Background: an optimization exercise with open tools, aiming at a short achievable clock period and few clock cycles. Do not read the settings as production practice.
The RTL was checked by simulation tests, not by an equivalence proof against the original design.
No activity file was given, so power comes from the tool's default toggle rates.

main:
## riscv151_core
module riscv151_core
(
    input         clk,
    input         rst,
    output [13:0] fetch_addr,
    output        fetch_en,
    input  [31:0] imem_rdata,
    input  [31:0] bios_irdata,
    output [13:0] data_addr,
    output [31:0] data_wdata,
    output [3:0]  dmem_we,
    output [3:0]  imem_we,
    output [3:0]  io_we,
    input  [31:0] dmem_rdata,
    input  [31:0] bios_drdata
);
==> flow/config.mk <==
export PLATFORM = sky130hd
export DESIGN_NAME = riscv151_core
export DESIGN_NICKNAME = riscv151_core
export VERILOG_FILES = /design/flow/design.v
export SDC_FILE = /design/flow/constraint.sdc
export NUM_CORES = 4
export LEC_CHECK = 0
export ABC_CLOCK_PERIOD_IN_PS = 4000
export CAP_MARGIN = 20
export CORE_MARGIN = 2
export CORE_UTILIZATION = 32
export PLACE_DENSITY = 0.55
export SLEW_MARGIN = 20
==> flow/constraint.sdc <==
create_clock -name core_clock -period 10.5 [get_ports {clk}]
set_input_delay 2.1000 -clock core_clock [delete_from_list [all_inputs] [get_ports {clk}]]
set_output_delay 2.1000 -clock core_clock [all_outputs]
set_load 0.01 [all_outputs]
standard.sh (not shown) runs the stock make flow with config.mk's settings and CLKGATE_MAP_FILE= SYNTH_SCRIPT=/design/flow/synth_recipe.tcl, a recipe that flattens the netlist after the stock synthesis.
==> flow/flow/run.sh <==
#!/bin/bash
set -euo pipefail
bash standard.sh SETUP_SLACK_MARGIN=6.5 finish > standard.log 2>&1
Testbench counts of main, summed over its fixed seeds: cycles 88,802.
--- input diff main..the feature branch ---
-- flow/design.v --
<<< main, line 67
    wire [31:0] b = fwb_e ? res_m : b_e;
    wire [31:0] s = fws_e ? res_m : s_e;
    wire [31:0] sum_ab  = a_e + b_e;
    wire [31:0] sum_mb  = res_m + b_e;
    wire [31:0] sum_am  = a_e + res_m;
    wire [31:0] sum_mm  = {res_m[30:0], 1'b0};
    wire [31:0] diff_ab = a_e - b_e;
    wire [31:0] diff_mb = res_m - b_e;
    wire [31:0] diff_am = a_e - res_m;
    wire        eq_ab   = (a_e == b_e);
    wire        eq_mb   = (res_m == b_e);
    wire        eq_am   = (a_e == res_m);
    wire        ltu_ab  = (a_e < b_e);
    wire        ltu_mb  = (res_m < b_e);
    wire        ltu_am  = (a_e < res_m);
    wire        lt_ab   = ($signed(a_e) < $signed(b_e));
    wire        lt_mb   = ($signed(res_m) < $signed(b_e));
    wire        lt_am   = ($signed(a_e) < $signed(res_m));
    wire [31:0] sum  = fwa_e ? (fwb_e ? sum_mm : sum_mb) : (fwb_e ? sum_am : sum_ab);
    wire [31:0] diff = fwa_e ? (fwb_e ? 32'd0 : diff_mb) : (fwb_e ? diff_am : diff_ab);
    wire        eq   = fwa_e ? (fwb_e ? 1'b1 : eq_mb) : (fwb_e ? eq_am : eq_ab);
    wire        ltu  = fwa_e ? (fwb_e ? 1'b0 : ltu_mb) : (fwb_e ? ltu_am : ltu_ab);
    wire        lt   = fwa_e ? (fwb_e ? 1'b0 : lt_mb) : (fwb_e ? lt_am : lt_ab);
    wire [31:0] shl  = a << b[4:0];
    wire [31:0] shr  = a >> b[4:0];
>>> the feature branch, line 67
    wire [31:0] b = fwb_e ? res_m : b_e;
    wire [31:0] s = fws_e ? res_m : s_e;
    wire [31:0] sum  = a + b;
    wire [31:0] diff = a - b;
    wire        eq   = (a == b);
    wire        ltu  = (a < b);
    wire        lt   = ($signed(a) < $signed(b));
    wire [31:0] shl  = a << b[4:0];
    wire [31:0] shr  = a >> b[4:0];
<<< main, line 263
        else     stall <= stall_n;
        if (rst) begin
            v_i  <= 1'b0;
            v_d  <= 1'b0;
        end else if (redirect) begin
            v_i  <= 1'b0;
            v_d  <= 1'b0;
        end else if (!stall) begin
            v_i  <= 1'b1;
            v_d  <= v_i;
        end
        if (redirect)   pc_f <= rpc;
        else if (rst)   pc_f <= RESET_PC;
        else if (!stall) pc_f <= pc_next;
    end
    always @(posedge clk) begin
>>> the feature branch, line 247
        else     stall <= stall_n;
        if (rst) begin
            pc_f <= RESET_PC;
            v_i  <= 1'b0;
            v_d  <= 1'b0;
        end else if (redirect) begin
            pc_f <= rpc;
            v_i  <= 1'b0;
            v_d  <= 1'b0;
        end else if (!stall) begin
            pc_f <= pc_next;
            v_i  <= 1'b1;
            v_d  <= v_i;
        end
    end
    always @(posedge clk) begin
Findings:
Worst setup slack before clock tree synthesis up 200 ps in the feature branch wrt main
Against main, the final cell area of the feature branch is lower.
Initial antenna violation count down about 20% in the feature branch wrt main
Looking at tap cell instance count across the feature branch and main, the one that comes out lower is the feature branch.
The insertion delay to the later sink of the worst-skew pair of main and that of the feature branch are within noise of each other.
The feature branch ends up with a routed wire length that is about 13% lower than in main.
Where worst hold slack after final layout is concerned, main is outperformed by the feature branch.
Re maximum fanout encountered on the critical timing path: main was lower than the feature branch.
The feature branch reports its slowest cell on the critical path as dfxtp_1 while main reports o311ai_4.
The largest power group comes out sequential cells in one run and combinational cells in the other, namely in the feature branch and main respectively.
Relative to main, post-placement cell count decreased by 9.1% in the feature branch.
Testbench counts of the feature branch, summed over its fixed seeds: cycles 88,802.

---

## rev 12
Another version of the RTL of riscv151_core (not shown whole).
Size in the first run: roughly 150000 um^2 of cells after synthesis.
==> flow/config.mk <==
export PLATFORM = sky130hd
export DESIGN_NAME = riscv151_core
export DESIGN_NICKNAME = riscv151_core
export VERILOG_FILES = /design/flow/design.v
export SDC_FILE = /design/flow/constraint.sdc
export NUM_CORES = 4
export LEC_CHECK = 0
export ABC_CLOCK_PERIOD_IN_PS = 4000
export CAP_MARGIN = 20
export CORE_MARGIN = 2
export CORE_UTILIZATION = 32
export PLACE_DENSITY = 0.55
export SLEW_MARGIN = 20
==> flow/constraint.sdc <==
create_clock -name core_clock -period 10.5 [get_ports {clk}]
set_input_delay 2.1000 -clock core_clock [delete_from_list [all_inputs] [get_ports {clk}]]
set_output_delay 2.1000 -clock core_clock [all_outputs]
set_load 0.01 [all_outputs]
Scripts as last shown in full above: flow/flow/run.sh
Testbench counts of rev 12, summed over its fixed seeds: cycles 88,385.
The inputs of rev 13 differ from those of rev 12 as listed below.
--- a/flow/design.v
+++ b/flow/design.v
@@ -44,14 +44,13 @@
     reg  [2:0]  f3_e;
     reg  [4:0]  rd_e;
     reg         op_add_e, op_sub_e, op_sll_e, op_slt_e, op_sltu_e, op_xor_e,
                 op_srl_e, op_sra_e, op_or_e, op_and_e, op_link_e;
     reg  [31:0] res_m;
     reg  [31:0] wd_m;
-    reg  [3:0]  sm_m;                 
-    reg         rgd_m, rgi_m, rgo_m;  
+    reg  [3:0]  dwe_m, iwe_m, iowe_m;
     reg         ld_m, wen_m;
     reg  [2:0]  f3_m;
     reg  [4:0]  rd_m;
     reg  [31:0] res_w;
     reg         ld_w, wen_w;
     reg  [1:0]  dsel_w;  
@@ -402,25 +401,26 @@
         op_or_e   <= d_or;
         op_and_e  <= d_and;
         op_link_e <= d_link;
     end
     always @(posedge clk) begin
         if (rst) begin
-            sm_m   <= 4'd0;
+            dwe_m  <= 4'd0;
+            iwe_m  <= 4'd0;
+            iowe_m <= 4'd0;
             ld_m   <= 1'b0;
             wen_m  <= 1'b0;
         end else begin
-            sm_m   <= smask;
+            dwe_m  <= r_d  ? smask : 4'd0;
+            iwe_m  <= r_i  ? smask : 4'd0;
+            iowe_m <= r_io ? smask : 4'd0;
             ld_m   <= ld_e;
             wen_m  <= wen_e;
         end
         res_m <= alu;
         wd_m  <= wdata;
-        rgd_m <= r_d;
-        rgi_m <= r_i;
-        rgo_m <= r_io;
         f3_m  <= f3_e;
         rd_m  <= rd_e;
     end
     always @(posedge clk) begin
         if (rst) begin
             wen_w <= 1'b0;
@@ -492,10 +492,10 @@
         end
     end
     assign fetch_addr = pc_f[13:0];
     assign fetch_en   = !stall;
     assign data_addr  = res_m[15:2];
     assign data_wdata = wd_m;
-    assign dmem_we    = rgd_m ? sm_m : 4'd0;
-    assign imem_we    = rgi_m ? sm_m : 4'd0;
-    assign io_we      = rgo_m ? sm_m : 4'd0;
+    assign dmem_we    = dwe_m;
+    assign imem_we    = iwe_m;
+    assign io_we      = iowe_m;
 endmodule
Results
Delta (rev 13 minus rev 12): fraction of standard cell area in multi-input logic higher, net count of the mapped netlist higher. Of rev 13 and rev 12, it is rev 13 that has the higher synthesized cell count. From rev 12 to rev 13 the numbers moved as follows: count of non-CTS inverters in the layout now sits lower; worst path required time now sits lower; worst endpoint data arrival time now sits lower; data-path buffer share of cell area in the final layout now sits lower; layout filler cell count now sits higher. Wire length (rev 13 vs. rev 12) decreases by a few percent. Rev 13 -> rev 12: area used by sequential logic in the layout flat. Against rev 12, the final cell area of rev 13 is higher. Comparing rev 13 and rev 12, the higher setup slack was measured on rev 13. Sort rev 13 and rev 12 by number of placement rows asc -> top: rev 12.
Testbench counts of rev 13, summed over its fixed seeds: cycles 88,385.

---

Setup of the previous run:
riscv151_core, a different RTL version from the one above (not shown whole).
For scale: roughly 3200 flip-flops, roughly 150000 um^2 of cells after synthesis.
Design riscv151_core, start of the top module:
module riscv151_core
(
    input         clk,
    input         rst,
    output [13:0] fetch_addr,
    output        fetch_en,
    input  [31:0] imem_rdata,
    input  [31:0] bios_irdata,
    output [13:0] data_addr,
    output [31:0] data_wdata,
    output [3:0]  dmem_we,
    output [3:0]  imem_we,
    output [3:0]  io_we,
    input  [31:0] dmem_rdata,
    input  [31:0] bios_drdata
);
    localparam [29:0] RESET_PC = 30'h1000_0000;  
    localparam BI = 5;               
    localparam BN = 1 << BI;         
    localparam TW = 15 - BI;         
    reg  [29:0] pc_f;
    reg         v_i;
    reg  [29:0] pc_i;
    reg         selb_i, seli_i;
    reg         pred_i, hit_i;
    reg  [1:0]  ctr_i;
    reg  [29:0] ptgt_i;
    reg         v_d;
    reg  [31:0] ir_d;
    reg  [29:0] pc_d;
    reg         pred_d, hit_d;
    reg  [1:0]  ctr_d;
    reg  [29:0] ptgt_d;
    reg  [31:0] a_e, b_e, s_e;
    reg         fwa_e, fwb_e, fws_e;
    reg  [31:0] link_e;
    reg  [29:0] pc_e;
    reg  [29:0] tgt_e;
    reg         rA_e, rT_e, rN_e;    
    reg         rJ_e;                
    reg         call_e, ret_e;
    reg  [29:0] ptgt_e;
    reg         c_eq_e, c_ne_e, c_lt_e, c_ge_e, c_ltu_e, c_geu_e;
    reg         pred_e, hit_e;
    reg  [1:0]  ctr_e;
    reg         br_e, jal_e, jalr_e, ld_e, st_e, wen_e, bios_e;
    reg  [2:0]  f3_e;
    reg  [4:0]  rd_e;
    reg         op_add_e, op_sub_e, op_sll_e, op_slt_e, op_sltu_e, op_xor_e,
  ...
Settings: LEC_CHECK=0, ABC_CLOCK_PERIOD_IN_PS=4000, CAP_MARGIN=20, CORE_MARGIN=2, CORE_UTILIZATION=32, PLACE_DENSITY=0.55, SLEW_MARGIN=20; clock period 10.5 ns.
Scripts as last shown in full above: flow/flow/run.sh
The previous run finished end to end and its layout was clean on timing, DRC and antenna.
Testbench counts of the previous run, summed over its fixed seeds: cycles 88,385.
### the previous run -> the current run
-- flow/design.v --
<<< the previous run, line 67
    reg         btb_v   [0:BN-1];
    reg  [TW-1:0] btb_tag [0:BN-1];
    reg  [29:0] btb_tgt [0:BN-1];
    reg  [1:0]  btb_ctr [0:BN-1];
    reg         btb_j   [0:BN-1];
    reg         btb_r   [0:BN-1];      
    reg  [29:0] ras0, ras1, ras2, ras3;
    wire [31:0] a = fwa_e ? res_m : a_e;
    wire [31:0] b = fwb_e ? res_m : b_e;
>>> the current run, line 67
    reg         btb_v   [0:BN-1];
    reg  [TW-1:0] btb_tag [0:BN-1];
    reg  [17:0] btb_tgt [0:BN-1];
    reg  [1:0]  btb_ctr [0:BN-1];
    reg         btb_j   [0:BN-1];
    reg         btb_r   [0:BN-1];      
    reg  [17:0] ras0, ras1, ras2, ras3;    
    wire [31:0] a = fwa_e ? res_m : a_e;
    wire [31:0] b = fwb_e ? res_m : b_e;
<<< the previous run, line 295
    wire        bhit    = btb_v[bi] & (btb_tag[bi] == {pc_f[28], pc_f[13:BI]});
    wire        bpred   = bhit & (btb_j[bi] | btb_r[bi] | btb_ctr[bi][1]);
    wire [29:0] btgt    = btb_r[bi] ? ras0 : btb_tgt[bi];
    wire [29:0] pc_next = bpred ? btgt : (pc_f + 30'd1);
    wire go = !stall & !redirect;
>>> the current run, line 295
    wire        bhit    = btb_v[bi] & (btb_tag[bi] == {pc_f[28], pc_f[13:BI]});
    wire        bpred   = bhit & (btb_j[bi] | btb_r[bi] | btb_ctr[bi][1]);
    wire [17:0] bt18    = btb_r[bi] ? ras0 : btb_tgt[bi];
    wire [29:0] btgt    = {bt18[17:14], 12'd0, bt18[13:0]};
    wire [29:0] pc_next = bpred ? btgt : (pc_f + 30'd1);
    wire go = !stall & !redirect;
<<< the previous run, line 432
    reg [BI-1:0] bu_idx;
    reg [TW-1:0] bu_tag;
    reg [29:0] bu_tgt;
    reg        bu_tk, bu_hit;
    reg [1:0]  bu_oc;
    wire [1:0] bu_ctr = bu_tk ? (bu_hit ? ((bu_oc == 2'd3) ? 2'd3 : bu_oc + 2'd1) : 2'd2)
                              : ((bu_oc == 2'd0) ? 2'd0 : bu_oc - 2'd1);
    reg        bu_j, bu_r;
    always @(posedge clk) begin
>>> the current run, line 433
    reg [BI-1:0] bu_idx;
    reg [TW-1:0] bu_tag;
    reg [17:0] bu_tgt;
    reg [1:0]  bu_ctr;
    reg        bu_j, bu_r;
    always @(posedge clk) begin
<<< the previous run, line 448
        bu_idx <= pc_e[BI-1:0];
        bu_tag <= {pc_e[28], pc_e[13:BI]};
        bu_tgt <= tgt_e;
        bu_tk  <= taken_e;
        bu_hit <= hit_e;
        bu_oc  <= ctr_e;
        bu_j   <= jal_e;
        bu_r   <= ret_e;
>>> the current run, line 446
        bu_idx <= pc_e[BI-1:0];
        bu_tag <= {pc_e[28], pc_e[13:BI]};
        bu_tgt <= {tgt_e[29:26], tgt_e[13:0]};
        bu_ctr <= taken_e ? (hit_e ? ((ctr_e == 2'd3) ? 2'd3 : ctr_e + 2'd1) : 2'd2)
                          : ((ctr_e == 2'd0) ? 2'd0 : ctr_e - 2'd1);
        bu_j   <= jal_e;
        bu_r   <= ret_e;
<<< the previous run, line 457
    always @(posedge clk) begin
        if (rst) begin
            ras0 <= 30'd0; ras1 <= 30'd0; ras2 <= 30'd0; ras3 <= 30'd0;
        end else if (call_e) begin
            ras0 <= link_e[31:2]; ras1 <= ras0; ras2 <= ras1; ras3 <= ras2;
        end else if (ret_e) begin
            ras0 <= ras1; ras1 <= ras2; ras2 <= ras3;
>>> the current run, line 454
    always @(posedge clk) begin
        if (rst) begin
            ras0 <= 18'd0; ras1 <= 18'd0; ras2 <= 18'd0; ras3 <= 18'd0;
        end else if (call_e) begin
            ras0 <= {link_e[31:28], link_e[15:2]}; ras1 <= ras0; ras2 <= ras1; ras3 <= ras2;
        end else if (ret_e) begin
            ras0 <= ras1; ras1 <= ras2; ras2 <= ras3;
==> comparison <==
- The current run and the previous run all finish clean.
- In the reports for the current run and the previous run, the larger cell depth of the worst flop-to-flop path belongs to the current run.
- Taking the previous run as the reference, in the current run maximum frequency went down 0.015 GHz; critical path depth went up 15; met2 layer usage reported by global route went up 5.8 points; number of setup buffers added after CTS went up about 90%.
- From the previous run to the current run the numbers moved as follows: proportion of cell area occupied by registers now sits lower; overall power after layout now sits lower.
- Relative to the previous run, core utilization increased by 0.76 points in the current run.
Testbench counts of the current run, summed over its fixed seeds: cycles 88,385.

---

Setup of north:
Another version of the RTL of riscv151_core (not shown whole).
Size: ~11000 cells after synthesis, ~3200 flip-flops, roughly 200 I/O pins, roughly 150000 µm² of cells after synthesis.
Design riscv151_core, start of the top module:
module riscv151_core
(
    input         clk,
    input         rst,
    output [13:0] fetch_addr,
    output        fetch_en,
    input  [31:0] imem_rdata,
    input  [31:0] bios_irdata,
    output [13:0] data_addr,
    output [31:0] data_wdata,
    output [3:0]  dmem_we,
    output [3:0]  imem_we,
    output [3:0]  io_we,
    input  [31:0] dmem_rdata,
    input  [31:0] bios_drdata
);
export LEC_CHECK = 0
export ABC_CLOCK_PERIOD_IN_PS = 4000
export CAP_MARGIN = 20
export CORE_MARGIN = 2
export CORE_UTILIZATION = 32
export PLACE_DENSITY = 0.55
export SLEW_MARGIN = 20
create_clock -name core_clock -period 10.5 [get_ports {clk}]
Scripts as last shown in full above: flow/flow/run.sh
north finished every step from synthesis to the final layout, and the layout passed the timing, DRC and antenna checks.
Testbench counts of north, summed over its fixed seeds: cycles 88,385.
Here is what was changed in the inputs of south compared with north.
-- flow/design.v --
<<< north, line 50
                op_srl_e, op_sra_e, op_or_e, op_and_e, op_link_e;
    reg  [31:0] res_m;
    reg  [31:0] wd_m;
    reg  [3:0]  dwe_m, iwe_m, iowe_m;
>>> south, line 50
                op_srl_e, op_sra_e, op_or_e, op_and_e, op_link_e;
    reg  [31:0] res_m;
    reg         z_m;                 
    reg  [31:0] wd_m;
    reg  [3:0]  dwe_m, iwe_m, iowe_m;
<<< north, line 116
        | ({32{op_and_e}}  & (a & b))
        | ({32{op_link_e}} & link_e);
    wire cond = (c_eq_e & eq) | (c_ne_e & !eq) | (c_lt_e & lt) | (c_ge_e & !lt)
              | (c_ltu_e & ltu) | (c_geu_e & !ltu);
    wire taken_e = jal_e | (br_e & cond);
    wire [31:0] jk   = {ptgt_e, 2'b00};
    wire        jc2a = (a_e[1] & b_e[1]) | ((a_e[1] ^ b_e[1]) & a_e[0] & b_e[0]);
    wire        jc2m = (res_m[1] & b_e[1]) | ((res_m[1] ^ b_e[1]) & res_m[0] & b_e[0]);
    wire [31:0] jga  = (a_e & b_e) | ((a_e ^ b_e) & ~jk);
    wire [31:0] jgm  = (res_m & b_e) | ((res_m ^ b_e) & ~jk);
    wire        jok_a = ((a_e ^ b_e ^ jk) >> 2) == {jga[30:2], jc2a};
    wire        jok_m = ((res_m ^ b_e ^ jk) >> 2) == {jgm[30:2], jc2m};
    wire        jok   = (fwa_e & jok_m) | (!fwa_e & jok_a);
    function lsel;
        input c_eq, c_ne, c_lt, c_ge, c_ltu, c_geu, br, rj, pr;
        input eq_x, lt_x, ltu_x, jok_x;
        lsel = br ? ((c_eq & eq_x) | (c_ne & !eq_x) | (c_lt & lt_x) | (c_ge & !lt_x)
                   | (c_ltu & ltu_x) | (c_geu & !ltu_x))
                  : (pr & jok_x);
    endfunction
    wire l_ab = lsel(c_eq_e, c_ne_e, c_lt_e, c_ge_e, c_ltu_e, c_geu_e, br_e, rJ_e, pred_e, eq_ab, lt_ab, ltu_ab, jok_a);
    wire l_mb = lsel(c_eq_e, c_ne_e, c_lt_e, c_ge_e, c_ltu_e, c_geu_e, br_e, rJ_e, pred_e, eq_mb, lt_mb, ltu_mb, jok_m);
    wire l_am = lsel(c_eq_e, c_ne_e, c_lt_e, c_ge_e, c_ltu_e, c_geu_e, br_e, rJ_e, pred_e, eq_am, lt_am, ltu_am, jok_a);
    wire l_mm = lsel(c_eq_e, c_ne_e, c_lt_e, c_ge_e, c_ltu_e, c_geu_e, br_e, rJ_e, pred_e, 1'b1, 1'b0, 1'b0, jok_m);
    wire late = (f_ab & l_ab) | (f_mb & l_mb) | (f_am & l_am) | (f_mm & l_mm);
    wire red1 = rA_e | rT_e;
    wire red0 = rA_e | rN_e | rJ_e;
>>> south, line 117
        | ({32{op_and_e}}  & (a & b))
        | ({32{op_link_e}} & link_e);
    wire eqB  = (f_ab & eq_ab) | ((f_mb | f_am) & z_m) | f_mm;
    wire ltB  = (f_ab & lt_ab) | (f_mb & res_m[31]) | (f_am & !res_m[31] & !z_m);
    wire ltuB = (f_ab & ltu_ab) | (f_am & !z_m);
    wire cond = (c_eq_e & eqB) | (c_ne_e & !eqB) | (c_lt_e & ltB) | (c_ge_e & !ltB)
              | (c_ltu_e & ltuB) | (c_geu_e & !ltuB);
    wire zadd = ((a ^ b) == {(a[30:0] | b[30:0]), 1'b0});
    wire taken_e = jal_e | (br_e & cond);
    wire [31:0] jk   = {ptgt_e, 2'b00};
    wire        jc2a = (a_e[1] & b_e[1]) | ((a_e[1] ^ b_e[1]) & a_e[0] & b_e[0]);
    wire [31:0] jga  = (a_e & b_e) | ((a_e ^ b_e) & ~jk);
    wire        jok_a = ((a_e ^ b_e ^ jk) >> 2) == {jga[30:2], jc2a};
    wire late = br_e ? cond : (pred_e & jok_a);
    wire red1 = rA_e | rT_e;
    wire red0 = rA_e | rN_e | rJ_e;
<<< north, line 276
    wire ldd   = v_d & is_ld & wr;    
    wire lde   = wen_e & ld_e;        
    wire sB = v_i & (
          (nuse1 & ((ldd & (rd == nrs1)) | (lde & (rd_e == nrs1))))
        | (nuse2 & ((ldd & (rd == nrs2)) | (lde & (rd_e == nrs2)))));
>>> south, line 266
    wire ldd   = v_d & is_ld & wr;    
    wire lde   = wen_e & ld_e;        
    wire naddsub = d_add | d_sub;
    wire nfa = v_d & wr & (rd == nrs1);
    wire nfb = v_d & wr & (rd == nrs2);
    wire nbrs = ((nopc == 7'b1100011) & ((nfa & !nfb & !((nrs2 == 5'd0) & naddsub))
                                       | (nfb & !nfa & !((nrs1 == 5'd0) & naddsub))))
              | ((nopc == 7'b1100111) & nfa);
    wire sB = v_i & (nbrs |
          (nuse1 & ((ldd & (rd == nrs1)) | (lde & (rd_e == nrs1))))
        | (nuse2 & ((ldd & (rd == nrs2)) | (lde & (rd_e == nrs2)))));
<<< north, line 403
        end
        res_m <= alu;
        wd_m  <= wdata;
        f3_m  <= f3_e;
>>> south, line 399
        end
        res_m <= alu;
        z_m   <= (op_add_e & zadd) | (op_sub_e & eq);
        wd_m  <= wdata;
        f3_m  <= f3_e;
Results
When south is set beside north, its number of antenna repair diodes turns out to be 9 larger. Per the comparison of south with north, standby leakage power fell about 0.9%; via count moved up; net count after synthesis lower; detailed-placement wirelength estimate increased by about 7% relative to the old numbers; die area decreased about 0.8%. Re cell area after technology mapping: south and north aren't equal, and the lower value belongs to south. Final core area utilization: south vs north, no meaningful difference. Taking north as the reference, in south register fraction of the total cell area increased 0.22 points; non-clock buffering overhead in the final layout held; depth of the critical timing path with buffers and inverters included +6; routed wire length increased 35000 µm.
Testbench counts of south, summed over its fixed seeds: cycles 89,069.

re-timing with driven ports:
How much do the figures lean on ideal ports? The routed layouts below were timed once more, with nothing changed but the port constraints. Step 1, drivers: a clkbuf_16 drives clk and a buf_2 each remaining input, both assumed. Step 2, shift: input delay + t, output delay - t, t = (earliest + latest rising clock arrival at the registers) / 2. This alone moves slack from input paths to output paths. Slacks: ideal ports / drivers / drivers and shift; pairs: ideal ports / drivers.
| run | t, ns | setup slack, ns | worst setup path at the end | latest minus earliest clock arrival (ns) | slew at the worst register clock pin (ns) |
|---|---|---|---|---|---|
| main | 1.044 | 6.264 / 6.264 / 5.466 | input to register | 0.050 / 0.050 | 0.07 / 0.07 |
| the feature branch | 1.031 | 6.097 / 6.097 / 5.525 | input to register | 0.096 / 0.096 | 0.07 / 0.07 |
| rev 12 | 1.061 | 6.013 / 6.013 / 5.347 | input to register | 0.116 / 0.116 | 0.07 / 0.07 |
| rev 13 | 1.069 | 6.289 / 6.289 / 5.530 | input to register | 0.142 / 0.142 | 0.07 / 0.07 |
| the previous run | 1.065 | 6.396 / 6.299 / 5.446 | input to register | 0.113 / 0.113 | 0.07 / 0.07 |
| the current run | 1.035 | 6.117 / 6.117 / 5.472 | input to register | 0.103 / 0.103 | 0.07 / 0.07 |
| north | 1.051 | 6.399 / 6.333 / 5.432 | input to register | 0.123 / 0.122 | 0.08 / 0.08 |
| south | 1.098 | 6.171 / 6.171 / 5.430 | input to register | 0.112 / 0.112 | 0.07 / 0.07 |
After both steps setup and hold are still met in every run listed. For north, which loses most, drivers alone change the setup slack by -0.066 ns; drivers and shift together by -0.967 ns.
